Source: an optimization exercise on an open RTL-to-GDS flow (aim: small area). Production flows keep margins and buffers that such runs may drop. Only the layout flow was run in this run; the RTL was not checked for function there. Power figures rest on the tool's default switching activity, not on a simulated workload.

==> design.v <==
`timescale 1ns / 1ps
module aoi_cell(output out,
					 input inl,
					 input inr,
					 input sl,
					 input sr);
assign out = ~((inl & sl) | (inr & sr));					 
endmodule
`timescale 1ns / 1ps
module nor_cell(output [11:0] prtprod,
					 input [11:0] shifted,
					 input rst);
assign prtprod = ~(shifted | {12{rst}});					 
endmodule
`timescale 1ns / 1ps
module encdec(output reg [7:0] address,
				  input [3:0] inp);
reg [2:0] enc;
always @(*) begin
	enc[0]= (~((~(inp[0] & inp[1])) & (~(inp[1] & inp[2])))) | ( ~((~(inp[2] & inp[3]))| inp[0]));
	enc[1]=  ~((~(inp[0] & inp[2])) & ((~(inp[1] & inp[3])) | inp[0]));
	enc[2]=  inp[0] & inp[3] ;
	case (enc)
	0: address=1;
	1: address=2;
	2: address=4;
	3: address=8;
	4: address=16;
	5: address=32;
	6: address=64;
	7: address=128;
	endcase
end
endmodule
`timescale 1ns / 1ps
module ctrl_ckt(output s0,
					 output s1,
					 output rst,
					 input [3:0] inp);
assign s0= ~((~(inp[1] | (~inp[2]))) | inp[0]);
assign s1= ~(inp[0] | inp[1]);
assign rst=  (~(inp[0] | inp[1])) & (~(inp[2] | inp[3])) ;
endmodule
`timescale 1ns / 1ps
module mem_arr(output reg [11:0] memwrd0,
					output reg [11:0] memwrd1,
					input [7:0] address0,
					input [7:0] address1,
					input [7:0] h);
wire [11:0] memory [7:0];
parameter z = 1'b0;
wire [11:0] a = {h[7],{4{z}},h[6:0]};
assign memory[0]= ~ a;
assign memory[1]= ~(3 * a);
assign memory[2]= ~(5 * a);
assign memory[3]= ~(7 * a);
assign memory[4]= ~(9 * a);
assign memory[5]= ~(11 * a);
assign memory[6]= ~(13 * a);
assign memory[7]= ~(15 * a);
always @(*) begin
	case (address1)
		1: memwrd1=memory[0];
		2: memwrd1=memory[1];
		4: memwrd1=memory[2];
		8: memwrd1=memory[3];
		16: memwrd1=memory[4];
		32: memwrd1=memory[5];
		64: memwrd1=memory[6];
		128: memwrd1=memory[7];
		default: memwrd1=0;
	endcase
	case (address0)
		1: memwrd0=memory[0];
		2: memwrd0=memory[1];
		4: memwrd0=memory[2];
		8: memwrd0=memory[3];
		16: memwrd0=memory[4];
		32: memwrd0=memory[5];
		64: memwrd0=memory[6];
		128: memwrd0=memory[7];
		default: memwrd0=0;
	endcase
end	
endmodule
`timescale 1ns / 1ps
module barrel_shift(output [11:0] shifted,
						  input [11:0] toshift,
						  input s0,
						  input s1);
wire [11:0] mid;
wire s0b = ~s0;
wire s1b = ~s1;
assign shifted[11]=toshift[11];
aoi_cell aoi_0_10(mid[10],toshift[10],toshift[9],s0b,s0);
aoi_cell aoi_0_9(mid[9],toshift[9],toshift[8],s0b,s0);
aoi_cell aoi_0_8(mid[8],toshift[8],toshift[7],s0b,s0);
aoi_cell aoi_0_7(mid[7],toshift[7],toshift[6],s0b,s0);
aoi_cell aoi_0_6(mid[6],toshift[6],toshift[5],s0b,s0);
aoi_cell aoi_0_5(mid[5],toshift[5],toshift[4],s0b,s0);
aoi_cell aoi_0_4(mid[4],toshift[4],toshift[3],s0b,s0);
aoi_cell aoi_0_3(mid[3],toshift[3],toshift[2],s0b,s0);
aoi_cell aoi_0_2(mid[2],toshift[2],toshift[1],s0b,s0);
aoi_cell aoi_0_1(mid[1],toshift[1],toshift[0],s0b,s0);
aoi_cell aoi_0_0(mid[0],toshift[0],s0,s0b,s0);
aoi_cell aoi_1_10(shifted[10],mid[10],mid[8],s1b,s1);
aoi_cell aoi_1_9(shifted[9],mid[9],mid[7],s1b,s1);
aoi_cell aoi_1_8(shifted[8],mid[8],mid[6],s1b,s1);
aoi_cell aoi_1_7(shifted[7],mid[7],mid[5],s1b,s1);
aoi_cell aoi_1_6(shifted[6],mid[6],mid[4],s1b,s1);
aoi_cell aoi_1_5(shifted[5],mid[5],mid[3],s1b,s1);
aoi_cell aoi_1_4(shifted[4],mid[4],mid[2],s1b,s1);
aoi_cell aoi_1_3(shifted[3],mid[3],mid[1],s1b,s1);
aoi_cell aoi_1_2(shifted[2],mid[2],mid[0],s1b,s1);
aoi_cell aoi_1_1(shifted[1],mid[1],s1b,s1b,s1);
aoi_cell aoi_1_0(shifted[0],mid[0],s1b,s1b,s1);
endmodule
`timescale 1ns / 1ps
module filter_lut(output reg [11:0] filtop,
						input [7:0] x,
						input clk);
parameter h0=8'b10001111,		 
			 h1=8'b10001010,		 
			 h2=8'b00001001,		 
			 h3=8'b00000101;		 
parameter zero=4'b0000;
wire [7:0] address0,address1;
wire [11:0] m0_0,m0_1,m1_0,m1_1,m2_0,m2_1,m3_0,m3_1;
wire [11:0] yp0_0,yp0_1,yp1_0,yp1_1,yp2_0,yp2_1,yp3_0,yp3_1;
wire [11:0] yps0_0,yps0_1,yps1_0,yps1_1,yps2_0,yps2_1,yps3_0,yps3_1;
wire [11:0] y0,y1,y2,y3;
reg [11:0] ry1,ry2,ry3;
wire s00,s01,s10,s11,rst0,rst1;
encdec encdec_0(address0,x[3:0]);
encdec encdec_1(address1,x[7:4]);
mem_arr mem_blk_0(m0_0,m0_1,address0,address1,h0);
mem_arr mem_blk_1(m1_0,m1_1,address0,address1,h1);
mem_arr mem_blk_2(m2_0,m2_1,address0,address1,h2);
mem_arr mem_blk_3(m3_0,m3_1,address0,address1,h3);
ctrl_ckt ctrl_ckt_0(s00,s01,rst0,x[3:0]);
ctrl_ckt ctrl_ckt_1(s10,s11,rst1,x[7:4]);
barrel_shift bs_0_0(yps0_0,m0_0,s00,s01);
barrel_shift bs_0_1(yps0_1,m0_1,s10,s11);
barrel_shift bs_1_0(yps1_0,m1_0,s00,s01);
barrel_shift bs_1_1(yps1_1,m1_1,s10,s11);
barrel_shift bs_2_0(yps2_0,m2_0,s00,s01);
barrel_shift bs_2_1(yps2_1,m2_1,s10,s11);
barrel_shift bs_3_0(yps3_0,m3_0,s00,s01);
barrel_shift bs_3_1(yps3_1,m3_1,s10,s11);
nor_cell nor_0_0(yp0_0,yps0_0,rst0);
nor_cell nor_0_1(yp0_1,yps0_1,rst1);
nor_cell nor_1_0(yp1_0,yps1_0,rst0);
nor_cell nor_1_1(yp1_1,yps1_1,rst1);
nor_cell nor_2_0(yp2_0,yps2_0,rst0);
nor_cell nor_2_1(yp2_1,yps2_1,rst1);
nor_cell nor_3_0(yp3_0,yps3_0,rst0);
nor_cell nor_3_1(yp3_1,yps3_1,rst1);
assign y0[11]=yp0_1[11] | yp0_0[11];
assign y0[10:0]={yp0_1[10:0],zero}+yp0_0[10:0];
assign y1[11]=yp1_1[11] | yp1_0[11];
assign y1[10:0]={yp1_1[10:0],zero}+yp1_0[10:0];
assign y2[11]=yp2_1[11] | yp2_0[11];
assign y2[10:0]={yp2_1[10:0],zero}+yp2_0[10:0];
assign y3[11]=yp3_1[11] |yp3_0[11];
assign y3[10:0]={yp3_1[10:0],zero}+yp3_0[10:0];
always @(posedge clk) begin
	ry3<=y3;
	if (ry3[11] != y2[11]) begin
		if (ry3[10:0]>y2[10:0]) begin
		ry2[10:0]<=ry3[10:0]+ ~(y2[10:0]) + 1;
		ry2[11]<=ry3[11];
		end	
		else begin
		ry2[10:0]<= y2[10:0] + ~(ry3[10:0]) + 1;
		ry2[11]<=y2[11];
		end
	end
	else begin
		ry2[10:0]<=ry3[10:0]+ y2[10:0];
		ry2[11]<=ry3[11];
	end
	if (ry2[11] != y1[11]) begin
		if (ry2[10:0]>y1[10:0]) begin
		ry1[10:0]<=ry2[10:0]+ ~(y1[10:0]) + 1;
		ry1[11]<=ry2[11];
		end	
		else begin
		ry1[10:0]<= y1[10:0] + ~(ry2[10:0]) + 1;
		ry1[11]<=y1[11];
		end
	end
	else begin
		ry1[10:0]<=ry2[10:0]+ y1[10:0];
		ry1[11]<=ry2[11];
	end	
end
always @(*) begin
	if (ry1[11] != y0[11]) begin
		if (ry1[10:0]>y0[10:0]) begin
		filtop[10:0]=ry1[10:0]+ ~(y0[10:0]) + 1;
		filtop[11]=ry1[11];
		end	
		else begin
		filtop[10:0]= y0[10:0] + ~(ry1[10:0]) + 1;
		filtop[11]=y0[11];
	end
	end
	else begin
		filtop[10:0]=ry1[10:0]+ y0[10:0];
		filtop[11]=ry1[11];
	end
end
endmodule
==> run.sh <==
#!/bin/bash
# synth_recipe.tcl (not shown) runs the flow's synth.tcl, then flattens the netlist and writes it again
# the make line also repeats each setting of config.mk as NAME=value (left out here)
make -C /OpenROAD-flow-scripts/flow DESIGN_CONFIG=/design/flow/config.mk WORK_HOME=/design/flow/orfs CLKGATE_MAP_FILE= SYNTH_SCRIPT=/design/flow/synth_recipe.tcl finish
==> config.mk <==
export PLATFORM = sky130hd
export DESIGN_NAME = filter_lut
export DESIGN_NICKNAME = filter_lut
export VERILOG_FILES = /design/flow/design.v
export SDC_FILE = /design/flow/constraint.sdc
export NUM_CORES = 4
export LEC_CHECK = 0
export CAP_MARGIN = 20
export CORE_MARGIN = 2
export CORE_UTILIZATION = 40
export SLEW_MARGIN = 20
==> constraint.sdc <==
create_clock -name core_clock -period 10.0 [get_ports {clk}]
set_input_delay 2.0000 -clock core_clock [delete_from_list [all_inputs] [get_ports {clk}]]
set_output_delay 2.0000 -clock core_clock [all_outputs]
set_load 0.01 [all_outputs]
==> flow_metrics.py <==
metrics = {
    "outcome": {
        "outcome": "no timing/DRC/antenna violations",
    },
    "logic_synthesis": {
        "ys_warn_count": 3,
        "yosys.area.top_type": "ha_1",
        "synthTopCellsByCount": "ha_1 (119), inv_1 (101), a21oi_1 (78)",
        "syn_area_mm2": 0.00618,
        "async_flop_share_pct": 0,
        "netlist.area_leader.share_pct": 24.1,
        "synth_edf_count": 0,
        "ys_ff_latch": 36,
        "ys_seq_area_share_pct": 11.7,
        "synth.distinct_cells": 64,
        "ys_top_cells_by_area": "ha_1 (24%), dfxtp_1 (12%), xnor2_1 (7.8%)",
        "yosysMostFrequentCell": "ha_1",
        "synthFlopType": "dfxtp_1",
        "synthCells": 793,
        "avgSynthCellArea_um2": 7.79,
    },
    "cts": {
        "clk_pin_slew_ns": 0.06,
        "post-cts-setup-buffer-count": 0,
        "ctsResizeCount": 0,
        "insertion_delay_ns": 0.29,
        "hold_buffers": 0,
        "cts_tree": "built",
        "clockBufferDepth": 2,
        "cts_buffers": 5,
        "cts_htree_levels": 2,
        "clock_sinks": 36,
        "root_buffer": "clkbuf_16",
    },
    "cells_and_area": {
        "drive_gt1_share_pct": 4.03,
        "postLayoutCellArea_mm2": 0.00668,
        "area_delta_synth_final_pct": 8.00,
        "nets": 934,
        "diodes": 0,
        "fillers": 1581,
    },
    "timing": {
        "fin_crit_sh_pct": 91.4,
        "fmax_mhz": 109,
        "hold_viol": 0,
        "setup_ws_ns": 0.862,
        "rsz0062_at_grt": "false",
        "slew_viol_final": 0,
        "min_period_ns": 9.14,
        "tightest_slew_ns": 0.928,
        "setup_violations": 0,
        "relSlewSlack_pct": 36.6,
        "skew_ns": 0.00375,
        "setup_tns_ns": 0,
    },
    "detailed_routing": {
        "drtIter0Drc": 273,
        "drc": 0,
        "viasPerCell": 5.33,
        "wl_per_cell_um": 15.0,
        "num_vias": 5231,
        "firstDrtPassIters": 5,
        "postRouteAntennaNets": 0,
        "routed_wl_um": 14700,
    },
    "job": {
        "drv_cap": 0,
    },
    "power_and_ir_drop": {
        "power.leakage_nw": 3.15,
        "p_int_mw": 1.08,
        "ir_drop_v": 0.000130,
        "switching_power_mw": 1.02,
        "power_density_mw_per_mm2": 314,
        "finalPower_mw": 2.10,
        "clock_power_share_pct": 9.4,
        "combPwrFrac_pct": 78.1,
        "pwr-share-seq_pct": 12.5,
        "power.share.switching_pct": 48.4,
    },
    "global_routing": {
        "grt_use_total_pct": 18.4,
        "antenna_found_initial": 0,
        "grt_pass1_vias": 5175,
        "grt_pass1_wl_um": 24700,
        "overflow": 0,
        "grt_max_degree": 20,
    },
    "floorplanning": {
        "die_h_um": 128,
        "die_w_um": 128,
        "rows": 45,
        "start_util_pct": 40.8,
        "dieArea_mm2": 0.0165,
        "coreArea_mm2": 0.0151,
        "io_pins": 21,
    },
    "worst_setup_path": {
        "timing.rr.start": "ry2[4]$_DFF_P_",
        "crit_arrival_ns": 7.14,
        "crit_path_max_fanout": 18,
        "crit_start": "x[0]",
        "cp-start-kind": "input port",
        "r2r_cells": 10,
        "worstSetupPathType": "in2out",
        "setup.worst_path.end_class": "primary output",
        "critPathRequiredTime_ns": 8.00,
        "rrSetupSlack_ns": 6.59,
        "endpoint": "filtop[6]",
        "reg2reg_to": "ry1[10]$_DFF_P_",
    },
    "place": {
        "hpwlAfterDp_um": 11900,
        "dp_worst_setup_slack_ns": 0.864,
        "placed_area_mm2": 0.00649,
        "globalplace.congestion": 0.883,
        "portBuffers": 20,
    },
    "hold_path": {
        "worstHoldPathType": "reg2reg",
    },
}
==> sequential cells by signal (all words and copies together), names as in the netlist <==
signal,cells
ry1,12
ry2,12
ry3,12
==> worst min-delay path by stage <==
stage                                from              end  slack (ns)  depth (start not counted)
after global routing      ry2[11]$_DFF_P_  ry1[11]$_DFF_P_        0.59                          2
after CTS                 ry2[11]$_DFF_P_  ry1[11]$_DFF_P_        0.55                          2
after detailed placement  ry2[11]$_DFF_P_  ry1[11]$_DFF_P_        0.54                          2
final                     ry2[11]$_DFF_P_  ry1[11]$_DFF_P_        0.55                          2
after global placement    ry2[11]$_DFF_P_  ry1[11]$_DFF_P_        0.54                          2
after floorplan           ry2[11]$_DFF_P_  ry1[11]$_DFF_P_        0.48                          2
==> final cells by class <==
type,instances,area (um^2),area share [%]
multi-input cells,622,4910,73.5
flip-flops and latches,36,721,10.8
inverters,102,383,5.74
repair buffers,26,245,3.67
well taps,188,235,3.52
clock buffers,7,153,2.29
clock inverters,1,30.0,0.450
==> power groups by stage <==
stage	sequential, mW	combinational (mW)	clock (mW)
final	0.262	1.64	0.197
after global placement	0.265	1.62	0
after floorplan	0.248	1.24	0
after CTS	0.262	1.63	0.203
after detailed placement	0.265	1.62	0
after global routing	0.272	1.82	0.208
==> metal layers <==
metal | GRT usage, % | up-vias | wire, um
li1 | - | 2706 | -
met1 | 23.8 | 2411 | 6980
met2 | 32.2 | 95 | 7000
met3 | 2.25 | 19 | 480
met4 | 4.98 | 0 | 236
met5 | 0 | - | 0
==> worst max-delay path, cell delays in order <==
cell and delay (ns):
clkdlybuf4s50_1 0.75, inv_1 0.22, o211ai_1 0.14, o21ai_0 0.20, fa_1 0.47, a21o_1 0.18, a21oi_1 0.27, o21bai_1 0.10
a21oi_1 0.18, xnor2_1 0.12, ha_1 0.38, and4_1 0.24, o211ai_1 0.09, a211oi_1 0.20, nor2_1 0.12, buf_4 0.22
o311ai_0 0.38, o31a_1 0.22, xnor2_1 0.11, clkdlybuf4s50_1 0.54
==> cells in the final DEF, fill, tap and decap left out, types with 16 or more instances in the layout <==
master             n
a21oi_1           78
xnor2_1           55
o21bai_1          16
o21ai_0           36
ha_1             119
clkdlybuf4s50_1   20
dfxtp_1           36
nor3_1            22
inv_1            101
nand2_1           31
nor2_1            43
==> per-stage QoR <==
| stage | hold WS (ns) | utilization (%) | instances |
|---|---|---|---|
| 3_3_place_gp | 0.536 | 42.9 | 974 |
| 2_1_floorplan | 0.484 | - | 803 |
| 5_1_grt | 0.593 | 44.1 | 982 |
| 3_5_place_dp | 0.538 | 42.9 | 974 |
| 6_report | 0.554 | 44.1 | 982 |
| 4_1_cts | 0.548 | 44.1 | 982 |
==> cell families (layout without fill, tap and decap cells) <==
group | after synthesis | in the layout | synth area share (%)
AND/OR/NAND/NOR | 166 | 166 | 13.8
adder cells (fa/ha/maj) | 133 | 133 | 28.5
flip-flops | 36 | 36 | 11.7
other | 2 | 12 | 0.122
buffers and inverters | 145 | 136 | 9.53
multiplexers | 22 | 22 | 3.76
AO/OA/AOI/OAI | 219 | 219 | 22.8
XOR/XNOR | 70 | 70 | 9.92

-- separate check: timing with driven ports --
No port has a modelled driver above. Below, the same layout with a new extraction and two added sets of constraints.
Step 1 assumes that a clkbuf_16 drives the clock port and a buf_2 every other input.
Step 2 times the ports against the registers' clock, not the clock port: input delays grow and output delays shrink by t, the midpoint of the rising clock arrivals with the driver on.
a / b / c = no drivers / after step 1 / after step 2; a / b = the first two.
t, ns: 0.325
setup WS [ns]: 0.862 / 0.840 / 0.840
worst setup path after step 2: input to output
slew at the worst register clock pin (ns): 0.06 / 0.06
worst slew at a driven data input, ns: 0.03
After both steps this run still meets setup and hold. The setup slack of this run moves by -0.022 ns with the drivers and by -0.022 ns with both steps.
